Background: an optimization exercise with open tools, aiming at small area and few clock cycles per item. Do not read the settings as production practice.
The RTL was checked by simulation tests, not by an equivalence proof against the original design.

==> run.sh <==
#!/bin/bash
# synth_recipe.tcl (not shown) runs the flow's synth.tcl, then flattens the netlist and writes it again
# the make line also repeats each setting of config.mk as NAME=value (left out here)
make -C /OpenROAD-flow-scripts/flow DESIGN_CONFIG=/design/flow/config.mk WORK_HOME=/design/flow/orfs CLKGATE_MAP_FILE= SYNTH_SCRIPT=/design/flow/synth_recipe.tcl finish
==> config.mk <==
export PLATFORM = sky130hd
export DESIGN_NAME = pipeline_division
export DESIGN_NICKNAME = pipeline_division
export VERILOG_FILES = /design/flow/design.v
export SDC_FILE = /design/flow/constraint.sdc
export NUM_CORES = 4
export LEC_CHECK = 0
export ABC_AREA = 1
export CAP_MARGIN = 20
export CORE_MARGIN = 2
export CORE_UTILIZATION = 45
export PLACE_DENSITY = 0.6
export SLEW_MARGIN = 20
==> constraint.sdc <==
create_clock -name core_clock -period 5.0 [get_ports {clk_i}]
set_input_delay 1.0000 -clock core_clock [delete_from_list [all_inputs] [get_ports {clk_i}]]
set_output_delay 1.0000 -clock core_clock [all_outputs]
set_load 0.01 [all_outputs]
==> design.v <==
module pipeline_division #(
  parameter int DIVINDED_WIDTH = 32,
  parameter int DIVISOR_WIDTH  = 32
)(
  input                           clk_i,
  input                           rst_i,
  input  [DIVINDED_WIDTH - 1 : 0] divinded_i,
  input  [DIVISOR_WIDTH - 1 : 0]  divisor_i,
  input                           valid_i,
  output                          ready_o,
  output [DIVINDED_WIDTH - 1 : 0] quotient_o,
  output [DIVISOR_WIDTH - 1 : 0]  reminder_o,
  output                          valid_o,
  input                           ready_i
);
logic [2:0] rem_0;
logic [31:0] sh_0;
logic [31:0] dv_0;
logic [4:0] rem_1;
logic [31:0] sh_1;
logic [31:0] dv_1;
logic [6:0] rem_2;
logic [31:0] sh_2;
logic [31:0] dv_2;
logic [8:0] rem_3;
logic [31:0] sh_3;
logic [31:0] dv_3;
logic [10:0] rem_4;
logic [31:0] sh_4;
logic [31:0] dv_4;
logic [12:0] rem_5;
logic [31:0] sh_5;
logic [31:0] dv_5;
logic [14:0] rem_6;
logic [31:0] sh_6;
logic [31:0] dv_6;
logic [16:0] rem_7;
logic [31:0] sh_7;
logic [31:0] dv_7;
logic [18:0] rem_8;
logic [31:0] sh_8;
logic [31:0] dv_8;
logic [20:0] rem_9;
logic [31:0] sh_9;
logic [31:0] dv_9;
logic [22:0] rem_10;
logic [31:0] sh_10;
logic [31:0] dv_10;
logic [24:0] rem_11;
logic [31:0] sh_11;
logic [31:0] dv_11;
logic [26:0] rem_12;
logic [31:0] sh_12;
logic [31:0] dv_12;
logic [28:0] rem_13;
logic [31:0] sh_13;
logic [31:0] dv_13;
logic [30:0] rem_14;
logic [31:0] sh_14;
logic [31:0] dv_14;
logic [14:0] vld;
assign ready_o = !vld[14] || ready_i;
assign valid_o = vld[14];
always_ff @( posedge clk_i, posedge rst_i )
  if( rst_i )
    vld <= 15'( 0 );
  else
    if( ready_o )
      vld <= { vld[13:0], valid_i };
logic [0:0] x_s0_1;
assign x_s0_1 = divinded_i[31];
logic [1:0] d_s0_1;
assign d_s0_1 = { 1'b0, x_s0_1 } - { 1'b0, divisor_i[0:0] };
logic q_s0_1;
assign q_s0_1 = ( x_s0_1 >= divisor_i[0:0] ) && ( divisor_i[31:1] == 31'( 0 ) );
logic [0:0] r_s0_1;
assign r_s0_1 = q_s0_1 ? d_s0_1[0:0] : x_s0_1;
logic [31:0] s_s0_1;
assign s_s0_1 = { divinded_i[30:0], q_s0_1 };
logic [1:0] x_s0_2;
assign x_s0_2 = { r_s0_1, s_s0_1[31] };
logic [2:0] d_s0_2;
assign d_s0_2 = { 1'b0, x_s0_2 } - { 1'b0, divisor_i[1:0] };
logic q_s0_2;
assign q_s0_2 = ( x_s0_2 >= divisor_i[1:0] ) && ( divisor_i[31:2] == 30'( 0 ) );
logic [1:0] r_s0_2;
assign r_s0_2 = q_s0_2 ? d_s0_2[1:0] : x_s0_2;
logic [31:0] s_s0_2;
assign s_s0_2 = { s_s0_1[30:0], q_s0_2 };
logic [2:0] x_s0_3;
assign x_s0_3 = { r_s0_2, s_s0_2[31] };
logic [3:0] d_s0_3;
assign d_s0_3 = { 1'b0, x_s0_3 } - { 1'b0, divisor_i[2:0] };
logic q_s0_3;
assign q_s0_3 = ( x_s0_3 >= divisor_i[2:0] ) && ( divisor_i[31:3] == 29'( 0 ) );
logic [2:0] r_s0_3;
assign r_s0_3 = q_s0_3 ? d_s0_3[2:0] : x_s0_3;
logic [31:0] s_s0_3;
assign s_s0_3 = { s_s0_2[30:0], q_s0_3 };
always_ff @( posedge clk_i )
  if( ready_o )
    begin
      rem_0 <= r_s0_3;
      sh_0  <= s_s0_3;
      dv_0  <= divisor_i;
    end
logic [3:0] x_s1_4;
assign x_s1_4 = { rem_0, sh_0[31] };
logic [4:0] d_s1_4;
assign d_s1_4 = { 1'b0, x_s1_4 } - { 1'b0, dv_0[3:0] };
logic q_s1_4;
assign q_s1_4 = ( x_s1_4 >= dv_0[3:0] ) && ( dv_0[31:4] == 28'( 0 ) );
logic [3:0] r_s1_4;
assign r_s1_4 = q_s1_4 ? d_s1_4[3:0] : x_s1_4;
logic [31:0] s_s1_4;
assign s_s1_4 = { sh_0[30:0], q_s1_4 };
logic [4:0] x_s1_5;
assign x_s1_5 = { r_s1_4, s_s1_4[31] };
logic [5:0] d_s1_5;
assign d_s1_5 = { 1'b0, x_s1_5 } - { 1'b0, dv_0[4:0] };
logic q_s1_5;
assign q_s1_5 = ( x_s1_5 >= dv_0[4:0] ) && ( dv_0[31:5] == 27'( 0 ) );
logic [4:0] r_s1_5;
assign r_s1_5 = q_s1_5 ? d_s1_5[4:0] : x_s1_5;
logic [31:0] s_s1_5;
assign s_s1_5 = { s_s1_4[30:0], q_s1_5 };
always_ff @( posedge clk_i )
  if( ready_o )
    begin
      rem_1 <= r_s1_5;
      sh_1  <= s_s1_5;
      dv_1  <= dv_0;
    end
logic [5:0] x_s2_6;
assign x_s2_6 = { rem_1, sh_1[31] };
logic [6:0] d_s2_6;
assign d_s2_6 = { 1'b0, x_s2_6 } - { 1'b0, dv_1[5:0] };
logic q_s2_6;
assign q_s2_6 = ( x_s2_6 >= dv_1[5:0] ) && ( dv_1[31:6] == 26'( 0 ) );
logic [5:0] r_s2_6;
assign r_s2_6 = q_s2_6 ? d_s2_6[5:0] : x_s2_6;
logic [31:0] s_s2_6;
assign s_s2_6 = { sh_1[30:0], q_s2_6 };
logic [6:0] x_s2_7;
assign x_s2_7 = { r_s2_6, s_s2_6[31] };
logic [7:0] d_s2_7;
assign d_s2_7 = { 1'b0, x_s2_7 } - { 1'b0, dv_1[6:0] };
logic q_s2_7;
assign q_s2_7 = ( x_s2_7 >= dv_1[6:0] ) && ( dv_1[31:7] == 25'( 0 ) );
logic [6:0] r_s2_7;
assign r_s2_7 = q_s2_7 ? d_s2_7[6:0] : x_s2_7;
logic [31:0] s_s2_7;
assign s_s2_7 = { s_s2_6[30:0], q_s2_7 };
always_ff @( posedge clk_i )
  if( ready_o )
    begin
      rem_2 <= r_s2_7;
      sh_2  <= s_s2_7;
      dv_2  <= dv_1;
    end
logic [7:0] x_s3_8;
assign x_s3_8 = { rem_2, sh_2[31] };
logic [8:0] d_s3_8;
assign d_s3_8 = { 1'b0, x_s3_8 } - { 1'b0, dv_2[7:0] };
logic q_s3_8;
assign q_s3_8 = ( x_s3_8 >= dv_2[7:0] ) && ( dv_2[31:8] == 24'( 0 ) );
logic [7:0] r_s3_8;
assign r_s3_8 = q_s3_8 ? d_s3_8[7:0] : x_s3_8;
logic [31:0] s_s3_8;
assign s_s3_8 = { sh_2[30:0], q_s3_8 };
logic [8:0] x_s3_9;
assign x_s3_9 = { r_s3_8, s_s3_8[31] };
logic [9:0] d_s3_9;
assign d_s3_9 = { 1'b0, x_s3_9 } - { 1'b0, dv_2[8:0] };
logic q_s3_9;
assign q_s3_9 = ( x_s3_9 >= dv_2[8:0] ) && ( dv_2[31:9] == 23'( 0 ) );
logic [8:0] r_s3_9;
assign r_s3_9 = q_s3_9 ? d_s3_9[8:0] : x_s3_9;
logic [31:0] s_s3_9;
assign s_s3_9 = { s_s3_8[30:0], q_s3_9 };
always_ff @( posedge clk_i )
  if( ready_o )
    begin
      rem_3 <= r_s3_9;
      sh_3  <= s_s3_9;
      dv_3  <= dv_2;
    end
logic [9:0] x_s4_10;
assign x_s4_10 = { rem_3, sh_3[31] };
logic [10:0] d_s4_10;
assign d_s4_10 = { 1'b0, x_s4_10 } - { 1'b0, dv_3[9:0] };
logic q_s4_10;
assign q_s4_10 = ( x_s4_10 >= dv_3[9:0] ) && ( dv_3[31:10] == 22'( 0 ) );
logic [9:0] r_s4_10;
assign r_s4_10 = q_s4_10 ? d_s4_10[9:0] : x_s4_10;
logic [31:0] s_s4_10;
assign s_s4_10 = { sh_3[30:0], q_s4_10 };
logic [10:0] x_s4_11;
assign x_s4_11 = { r_s4_10, s_s4_10[31] };
logic [11:0] d_s4_11;
assign d_s4_11 = { 1'b0, x_s4_11 } - { 1'b0, dv_3[10:0] };
logic q_s4_11;
assign q_s4_11 = ( x_s4_11 >= dv_3[10:0] ) && ( dv_3[31:11] == 21'( 0 ) );
logic [10:0] r_s4_11;
assign r_s4_11 = q_s4_11 ? d_s4_11[10:0] : x_s4_11;
logic [31:0] s_s4_11;
assign s_s4_11 = { s_s4_10[30:0], q_s4_11 };
always_ff @( posedge clk_i )
  if( ready_o )
    begin
      rem_4 <= r_s4_11;
      sh_4  <= s_s4_11;
      dv_4  <= dv_3;
    end
logic [11:0] x_s5_12;
assign x_s5_12 = { rem_4, sh_4[31] };
logic [12:0] d_s5_12;
assign d_s5_12 = { 1'b0, x_s5_12 } - { 1'b0, dv_4[11:0] };
logic q_s5_12;
assign q_s5_12 = ( x_s5_12 >= dv_4[11:0] ) && ( dv_4[31:12] == 20'( 0 ) );
logic [11:0] r_s5_12;
assign r_s5_12 = q_s5_12 ? d_s5_12[11:0] : x_s5_12;
logic [31:0] s_s5_12;
assign s_s5_12 = { sh_4[30:0], q_s5_12 };
logic [12:0] x_s5_13;
assign x_s5_13 = { r_s5_12, s_s5_12[31] };
logic [13:0] d_s5_13;
assign d_s5_13 = { 1'b0, x_s5_13 } - { 1'b0, dv_4[12:0] };
logic q_s5_13;
assign q_s5_13 = ( x_s5_13 >= dv_4[12:0] ) && ( dv_4[31:13] == 19'( 0 ) );
logic [12:0] r_s5_13;
assign r_s5_13 = q_s5_13 ? d_s5_13[12:0] : x_s5_13;
logic [31:0] s_s5_13;
assign s_s5_13 = { s_s5_12[30:0], q_s5_13 };
always_ff @( posedge clk_i )
  if( ready_o )
    begin
      rem_5 <= r_s5_13;
      sh_5  <= s_s5_13;
      dv_5  <= dv_4;
    end
logic [13:0] x_s6_14;
assign x_s6_14 = { rem_5, sh_5[31] };
logic [14:0] d_s6_14;
assign d_s6_14 = { 1'b0, x_s6_14 } - { 1'b0, dv_5[13:0] };
logic q_s6_14;
assign q_s6_14 = ( x_s6_14 >= dv_5[13:0] ) && ( dv_5[31:14] == 18'( 0 ) );
logic [13:0] r_s6_14;
assign r_s6_14 = q_s6_14 ? d_s6_14[13:0] : x_s6_14;
logic [31:0] s_s6_14;
assign s_s6_14 = { sh_5[30:0], q_s6_14 };
logic [14:0] x_s6_15;
assign x_s6_15 = { r_s6_14, s_s6_14[31] };
logic [15:0] d_s6_15;
assign d_s6_15 = { 1'b0, x_s6_15 } - { 1'b0, dv_5[14:0] };
logic q_s6_15;
assign q_s6_15 = ( x_s6_15 >= dv_5[14:0] ) && ( dv_5[31:15] == 17'( 0 ) );
logic [14:0] r_s6_15;
assign r_s6_15 = q_s6_15 ? d_s6_15[14:0] : x_s6_15;
logic [31:0] s_s6_15;
assign s_s6_15 = { s_s6_14[30:0], q_s6_15 };
always_ff @( posedge clk_i )
  if( ready_o )
    begin
      rem_6 <= r_s6_15;
      sh_6  <= s_s6_15;
      dv_6  <= dv_5;
    end
logic [15:0] x_s7_16;
assign x_s7_16 = { rem_6, sh_6[31] };
logic [16:0] d_s7_16;
assign d_s7_16 = { 1'b0, x_s7_16 } - { 1'b0, dv_6[15:0] };
logic q_s7_16;
assign q_s7_16 = ( x_s7_16 >= dv_6[15:0] ) && ( dv_6[31:16] == 16'( 0 ) );
logic [15:0] r_s7_16;
assign r_s7_16 = q_s7_16 ? d_s7_16[15:0] : x_s7_16;
logic [31:0] s_s7_16;
assign s_s7_16 = { sh_6[30:0], q_s7_16 };
logic [16:0] x_s7_17;
assign x_s7_17 = { r_s7_16, s_s7_16[31] };
logic [17:0] d_s7_17;
assign d_s7_17 = { 1'b0, x_s7_17 } - { 1'b0, dv_6[16:0] };
logic q_s7_17;
assign q_s7_17 = ( x_s7_17 >= dv_6[16:0] ) && ( dv_6[31:17] == 15'( 0 ) );
logic [16:0] r_s7_17;
assign r_s7_17 = q_s7_17 ? d_s7_17[16:0] : x_s7_17;
logic [31:0] s_s7_17;
assign s_s7_17 = { s_s7_16[30:0], q_s7_17 };
always_ff @( posedge clk_i )
  if( ready_o )
    begin
      rem_7 <= r_s7_17;
      sh_7  <= s_s7_17;
      dv_7  <= dv_6;
    end
logic [17:0] x_s8_18;
assign x_s8_18 = { rem_7, sh_7[31] };
logic [18:0] d_s8_18;
assign d_s8_18 = { 1'b0, x_s8_18 } - { 1'b0, dv_7[17:0] };
logic q_s8_18;
assign q_s8_18 = ( x_s8_18 >= dv_7[17:0] ) && ( dv_7[31:18] == 14'( 0 ) );
logic [17:0] r_s8_18;
assign r_s8_18 = q_s8_18 ? d_s8_18[17:0] : x_s8_18;
logic [31:0] s_s8_18;
assign s_s8_18 = { sh_7[30:0], q_s8_18 };
logic [18:0] x_s8_19;
assign x_s8_19 = { r_s8_18, s_s8_18[31] };
logic [19:0] d_s8_19;
assign d_s8_19 = { 1'b0, x_s8_19 } - { 1'b0, dv_7[18:0] };
logic q_s8_19;
assign q_s8_19 = ( x_s8_19 >= dv_7[18:0] ) && ( dv_7[31:19] == 13'( 0 ) );
logic [18:0] r_s8_19;
assign r_s8_19 = q_s8_19 ? d_s8_19[18:0] : x_s8_19;
logic [31:0] s_s8_19;
assign s_s8_19 = { s_s8_18[30:0], q_s8_19 };
always_ff @( posedge clk_i )
  if( ready_o )
    begin
      rem_8 <= r_s8_19;
      sh_8  <= s_s8_19;
      dv_8  <= dv_7;
    end
logic [19:0] x_s9_20;
assign x_s9_20 = { rem_8, sh_8[31] };
logic [20:0] d_s9_20;
assign d_s9_20 = { 1'b0, x_s9_20 } - { 1'b0, dv_8[19:0] };
logic q_s9_20;
assign q_s9_20 = ( x_s9_20 >= dv_8[19:0] ) && ( dv_8[31:20] == 12'( 0 ) );
logic [19:0] r_s9_20;
assign r_s9_20 = q_s9_20 ? d_s9_20[19:0] : x_s9_20;
logic [31:0] s_s9_20;
assign s_s9_20 = { sh_8[30:0], q_s9_20 };
logic [20:0] x_s9_21;
assign x_s9_21 = { r_s9_20, s_s9_20[31] };
logic [21:0] d_s9_21;
assign d_s9_21 = { 1'b0, x_s9_21 } - { 1'b0, dv_8[20:0] };
logic q_s9_21;
assign q_s9_21 = ( x_s9_21 >= dv_8[20:0] ) && ( dv_8[31:21] == 11'( 0 ) );
logic [20:0] r_s9_21;
assign r_s9_21 = q_s9_21 ? d_s9_21[20:0] : x_s9_21;
logic [31:0] s_s9_21;
assign s_s9_21 = { s_s9_20[30:0], q_s9_21 };
always_ff @( posedge clk_i )
  if( ready_o )
    begin
      rem_9 <= r_s9_21;
      sh_9  <= s_s9_21;
      dv_9  <= dv_8;
    end
logic [21:0] x_s10_22;
assign x_s10_22 = { rem_9, sh_9[31] };
logic [22:0] d_s10_22;
assign d_s10_22 = { 1'b0, x_s10_22 } - { 1'b0, dv_9[21:0] };
logic q_s10_22;
assign q_s10_22 = ( x_s10_22 >= dv_9[21:0] ) && ( dv_9[31:22] == 10'( 0 ) );
logic [21:0] r_s10_22;
assign r_s10_22 = q_s10_22 ? d_s10_22[21:0] : x_s10_22;
logic [31:0] s_s10_22;
assign s_s10_22 = { sh_9[30:0], q_s10_22 };
logic [22:0] x_s10_23;
assign x_s10_23 = { r_s10_22, s_s10_22[31] };
logic [23:0] d_s10_23;
assign d_s10_23 = { 1'b0, x_s10_23 } - { 1'b0, dv_9[22:0] };
logic q_s10_23;
assign q_s10_23 = ( x_s10_23 >= dv_9[22:0] ) && ( dv_9[31:23] == 9'( 0 ) );
logic [22:0] r_s10_23;
assign r_s10_23 = q_s10_23 ? d_s10_23[22:0] : x_s10_23;
logic [31:0] s_s10_23;
assign s_s10_23 = { s_s10_22[30:0], q_s10_23 };
always_ff @( posedge clk_i )
  if( ready_o )
    begin
      rem_10 <= r_s10_23;
      sh_10  <= s_s10_23;
      dv_10  <= dv_9;
    end
logic [23:0] x_s11_24;
assign x_s11_24 = { rem_10, sh_10[31] };
logic [24:0] d_s11_24;
assign d_s11_24 = { 1'b0, x_s11_24 } - { 1'b0, dv_10[23:0] };
logic q_s11_24;
assign q_s11_24 = ( x_s11_24 >= dv_10[23:0] ) && ( dv_10[31:24] == 8'( 0 ) );
logic [23:0] r_s11_24;
assign r_s11_24 = q_s11_24 ? d_s11_24[23:0] : x_s11_24;
logic [31:0] s_s11_24;
assign s_s11_24 = { sh_10[30:0], q_s11_24 };
logic [24:0] x_s11_25;
assign x_s11_25 = { r_s11_24, s_s11_24[31] };
logic [25:0] d_s11_25;
assign d_s11_25 = { 1'b0, x_s11_25 } - { 1'b0, dv_10[24:0] };
logic q_s11_25;
assign q_s11_25 = ( x_s11_25 >= dv_10[24:0] ) && ( dv_10[31:25] == 7'( 0 ) );
logic [24:0] r_s11_25;
assign r_s11_25 = q_s11_25 ? d_s11_25[24:0] : x_s11_25;
logic [31:0] s_s11_25;
assign s_s11_25 = { s_s11_24[30:0], q_s11_25 };
always_ff @( posedge clk_i )
  if( ready_o )
    begin
      rem_11 <= r_s11_25;
      sh_11  <= s_s11_25;
      dv_11  <= dv_10;
    end
logic [25:0] x_s12_26;
assign x_s12_26 = { rem_11, sh_11[31] };
logic [26:0] d_s12_26;
assign d_s12_26 = { 1'b0, x_s12_26 } - { 1'b0, dv_11[25:0] };
logic q_s12_26;
assign q_s12_26 = ( x_s12_26 >= dv_11[25:0] ) && ( dv_11[31:26] == 6'( 0 ) );
logic [25:0] r_s12_26;
assign r_s12_26 = q_s12_26 ? d_s12_26[25:0] : x_s12_26;
logic [31:0] s_s12_26;
assign s_s12_26 = { sh_11[30:0], q_s12_26 };
logic [26:0] x_s12_27;
assign x_s12_27 = { r_s12_26, s_s12_26[31] };
logic [27:0] d_s12_27;
assign d_s12_27 = { 1'b0, x_s12_27 } - { 1'b0, dv_11[26:0] };
logic q_s12_27;
assign q_s12_27 = ( x_s12_27 >= dv_11[26:0] ) && ( dv_11[31:27] == 5'( 0 ) );
logic [26:0] r_s12_27;
assign r_s12_27 = q_s12_27 ? d_s12_27[26:0] : x_s12_27;
logic [31:0] s_s12_27;
assign s_s12_27 = { s_s12_26[30:0], q_s12_27 };
always_ff @( posedge clk_i )
  if( ready_o )
    begin
      rem_12 <= r_s12_27;
      sh_12  <= s_s12_27;
      dv_12  <= dv_11;
    end
logic [27:0] x_s13_28;
assign x_s13_28 = { rem_12, sh_12[31] };
logic [28:0] d_s13_28;
assign d_s13_28 = { 1'b0, x_s13_28 } - { 1'b0, dv_12[27:0] };
logic q_s13_28;
assign q_s13_28 = ( x_s13_28 >= dv_12[27:0] ) && ( dv_12[31:28] == 4'( 0 ) );
logic [27:0] r_s13_28;
assign r_s13_28 = q_s13_28 ? d_s13_28[27:0] : x_s13_28;
logic [31:0] s_s13_28;
assign s_s13_28 = { sh_12[30:0], q_s13_28 };
logic [28:0] x_s13_29;
assign x_s13_29 = { r_s13_28, s_s13_28[31] };
logic [29:0] d_s13_29;
assign d_s13_29 = { 1'b0, x_s13_29 } - { 1'b0, dv_12[28:0] };
logic q_s13_29;
assign q_s13_29 = ( x_s13_29 >= dv_12[28:0] ) && ( dv_12[31:29] == 3'( 0 ) );
logic [28:0] r_s13_29;
assign r_s13_29 = q_s13_29 ? d_s13_29[28:0] : x_s13_29;
logic [31:0] s_s13_29;
assign s_s13_29 = { s_s13_28[30:0], q_s13_29 };
always_ff @( posedge clk_i )
  if( ready_o )
    begin
      rem_13 <= r_s13_29;
      sh_13  <= s_s13_29;
      dv_13  <= dv_12;
    end
logic [29:0] x_s14_30;
assign x_s14_30 = { rem_13, sh_13[31] };
logic [30:0] d_s14_30;
assign d_s14_30 = { 1'b0, x_s14_30 } - { 1'b0, dv_13[29:0] };
logic q_s14_30;
assign q_s14_30 = ( x_s14_30 >= dv_13[29:0] ) && ( dv_13[31:30] == 2'( 0 ) );
logic [29:0] r_s14_30;
assign r_s14_30 = q_s14_30 ? d_s14_30[29:0] : x_s14_30;
logic [31:0] s_s14_30;
assign s_s14_30 = { sh_13[30:0], q_s14_30 };
logic [30:0] x_s14_31;
assign x_s14_31 = { r_s14_30, s_s14_30[31] };
logic [31:0] d_s14_31;
assign d_s14_31 = { 1'b0, x_s14_31 } - { 1'b0, dv_13[30:0] };
logic q_s14_31;
assign q_s14_31 = ( x_s14_31 >= dv_13[30:0] ) && ( dv_13[31:31] == 1'( 0 ) );
logic [30:0] r_s14_31;
assign r_s14_31 = q_s14_31 ? d_s14_31[30:0] : x_s14_31;
logic [31:0] s_s14_31;
assign s_s14_31 = { s_s14_30[30:0], q_s14_31 };
always_ff @( posedge clk_i )
  if( ready_o )
    begin
      rem_14 <= r_s14_31;
      sh_14  <= s_s14_31;
      dv_14  <= dv_13;
    end
logic [31:0] x_so_32;
assign x_so_32 = { rem_14, sh_14[31] };
logic [32:0] d_so_32;
assign d_so_32 = { 1'b0, x_so_32 } - { 1'b0, dv_14[31:0] };
logic q_so_32;
assign q_so_32 = ( x_so_32 >= dv_14[31:0] );
logic [31:0] r_so_32;
assign r_so_32 = q_so_32 ? d_so_32[31:0] : x_so_32;
logic [31:0] s_so_32;
assign s_so_32 = { sh_14[30:0], q_so_32 };
assign quotient_o = s_so_32;
assign reminder_o = r_so_32;
endmodule
==> results.txt <==
==> metrics by stage <==
| stage | setup slack (ps) | std cells | setup TNS (ps) | util [%] |
|---|---|---|---|---|
| final | 210 | 12243 | 0 | 52.7 |
| after global routing | -0.252 | 12241 | -0.252 | 52.7 |
| after CTS | 6.55 | 12222 | 0 | 52.5 |
| after detailed placement | -33.0 | 11971 | -40.0 | 49.9 |
| after global placement | -124 | 11971 | -328 | 49.9 |
| after floorplan | -57.9 | 9111 | -57.9 | - |
==> synthesized netlist by cell type (5+ instances only) <==
library cell	count	area [um2]
nor3_2	6	60.1
o21bai_1	43	323
o21ai_0	294	1470
a31oi_1	10	62.6
or2_2	16	100
fa_1	31	621
a21oi_1	516	2580
and3_1	8	50.1
a21boi_0	10	75.1
nand3b_1	82	616
dfrtp_1	15	375
nand4_1	147	920
nand2_2	26	163
and2_1	220	1380
a21o_1	43	323
o21ai_1	18	90.1
nor2_1	603	2260
inv_1	1265	4750
buf_4	47	353
nand3_1	674	3370
nor4_1	60	375
edfxtp_1	1215	36500
nor2_2	10	62.6
xnor2_1	159	1390
clkinv_1	5	18.8
ha_1	528	6610
o211ai_1	10	75.1
o21a_1	21	158
nand2_1	2661	9990
buf_2	40	200
inv_2	14	52.6
clkbuf_1	20	75.1
nor3_1	82	410
mux2_2	11	124
xor2_1	156	1370
buf_6	13	146
==> logic make-up after synthesis <==
family | Yosys count | share of synthesized area [%]
DFF | 1230 | 47.4
adders and majority gates | 559 | 9.29
and+or+nand+nor | 4616 | 25.7
muxes | 11 | 0.159
buffers and inverters | 1405 | 7.20
AOI/OAI and AO/OA | 975 | 6.75
xor gates and xnor gates | 315 | 3.55
==> worst paths after layout <==
path,start,end,slack (ps),cells after the start
max,dv_14[25]$_DFFE_PP_,reminder_o[19],210,12
min,sh_7[23]$_DFFE_PP_,sh_8[25]$_DFFE_PP_,410,0
max reg2reg,dv_11[25]$_DFFE_PP_,rem_12[24]$_DFFE_PP_,250,25
min reg2reg,sh_7[23]$_DFFE_PP_,sh_8[25]$_DFFE_PP_,410,0
max in group asynchronous,rst_i,vld[5]$_DFFE_PP0P_,4090,2
min in group asynchronous,rst_i,vld[0]$_DFFE_PP0P_,550,2
==> layout make-up <==
| class | count | area [um2] |
|---|---|---|
| Antenna cell | 7 | 17.5 |
| Clock buffer | 160 | 3560 |
| Clock inverter | 91 | 930 |
| Fill cell | 16393 | 81200 |
| Inverter | 1284 | 4840 |
| Multi-Input combinational cell | 6476 | 35500 |
| Sequential cell | 1230 | 36900 |
| Tap cell | 2310 | 2890 |
| Timing Repair Buffer | 685 | 5890 |
==> layer usage <==
layer	vias up	global-route usage [%]
met5	-	0
met4	2	10.0
met3	331	3.48
met2	1537	46.0
met1	29692	36.9
li1	31755	-
==> critical path, cell delays in order (launching register included) <==
cell and delay [ps]:
edfxtp_1 370, inv_1 230, ha_1 380, a21oi_2 210, o21ai_0 160, a21oi_1 140
o21ai_0 150, nor2_1 210, nand2_4 110, clkinv_8 180, nand2_1 70, nand2_1 110
clkdlybuf4s50_1 640
==> repair_timing <==
item,in CTS,in global routing
endpoints found under the hold margin,0,0
setup buffers,0,14
pin swaps,0,1
resized for setup,6,34
setup endpoints to repair,31,90
==> metrics.md <==
| Metric | Value |
|---|---|
| Status | `timing/DRC/antenna clean` |
| CP arrival | `between 3000 and 4000 ps` |
| Sequential element share of the synthesized area | `47.4%` |
| Worst Path Class, Setup | `reg -> out` |
| Most frequent cells in the layout | `2656 x nand2_1, 1262 x inv_1, 1215 x edfxtp_1` |
| DR top layer | `met5` |
| Setup violators final | `0` |
| Area Overhead vs Synth | `16.3%` |
| Metal2 WL | `roughly 110 mm` |
| Die Ht | `~420 um` |
| Ports | `134` |
| Layout cells sized above 1 | `between 8 and 9%` |
| Synthesized cell area | `77800 um2` |
| Met3 WL | `between 10 and 15 mm` |
| Seq cells post-synth | `roughly 1200` |
| Actual slew at the worst max-slew pin | `1030 ps` |
| Syn Inst Count | `~9100` |
| Syn_area_per_cell | `approximately 8.5 um2` |
| Num CTS Buffers | `around 140` |
| Skew-Pair Late Insertion Delay | `between 800 and 900 ps` |
| Initial antenna violation count | `7` |
| Routability congestion estimate from global placement | `about 1.0` |
| Residual DRC count | `0` |
| NumNets Final | `10440` |
| Yosys warning total | `1` |
| Root Driver | `clkbuf_16` |
| Initial DRC count | `around 4900` |
| Req. time, crit path | `roughly 4000 ps` |
| Site row count | `152` |
| Share of flip-flops with an asynchronous set or reset | `1.22%` |
| Vias in the first global route | `roughly 60000` |
| Wl on met1 | `approximately 110 mm` |
| Die Footprint | `between 150000 and 200000 um2` |
| Clock-pin slew on the worst setup and hold paths | `about 70 ps` |
| Number of flops mapped to enable cells by yosys | `roughly 1200` |
| Hold_ws | `between 400 and 500 ps` |
| Core area | `around 170000 um2` |
| Crit. End Element | `output port` |
| Cts hold-fix bufs | `0` |
| Largest net degree at the start of global routing | `about 180` |
| Hold Path Class | `reg -> reg` |
| DR vias | `between 60000 and 70000` |
| 1st-pass router iterations | `6` |
| Post-route cell area | `90500 um2` |
| HPWL Detailed | `about 200 mm` |
| Slew Viols, Final | `0` |
| Global-route congestion overflow total | `0` |
| Max Freq | `roughly 0.21 GHz` |
| Commonest non-fill, non-tap cell in the layout | `nand2_1` |
| PortBufs | `around 130` |
| First-pass GRT wire length | `366 mm` |
| GRT Util Overall | `27.6%` |
| Post-synth net total | `around 9700` |
| CTS Buffer Depth | `3` |
| Fin. Hold Viols | `0` |
| H-tree depth | `4` |
| Worst slew margin | `a little under a third` |
| Clock Sinks | `~1200` |
| CTS tree | `done` |
| Initial Util | `between 40% and 50%` |
| Die width | `around 420 um` |
| Via density | `5.17` |
| Routed wire length per instance | `roughly 20 um` |
| Library cells used by synthesis | `55` |
| Setup Skew | `roughly 40 ps` |
| Ys flop type | `edfxtp_1` |
| Startpoint Class | `register` |
| Placed Instance Area | `~86000 um2` |
| CP Max Fanout | `48` |
| Period minus WS final | `4790 ps` |
| MaxCap Viol Count | `0` |
| Tcrit/Tclk final | `a little over nine tenths` |
| WL final | `roughly 240 mm` |
| ANT nets after route | `0` |
Testbench counts, summed over its fixed seeds: cycles 4,060, items 4,000.

[what the ideal ports hide]
No port has a modelled driver above. Below, the same layout with a new extraction and two added sets of constraints.
Step 1 assumes that a clkbuf_16 drives the clock port and a buf_2 every other input.
Step 2 times the ports against the registers' clock, not the clock port: input delays grow and output delays shrink by t, the midpoint of the rising clock arrivals with the driver on.
Three values: ideal, step 1, step 2; two values: the first two.
shift t [ns]: 0.885
slack for setup (ns): 0.210 / 0.121 / 0.124
hold WS [ns]: 0.406 / 0.406 / 0.406
worst setup path at the end: input to register
slew at the worst register clock pin (ns): 0.07 / 0.07
After both steps setup and hold are still met in this run. For this run, drivers alone change the setup slack by -0.089 ns; drivers and shift together by -0.086 ns.
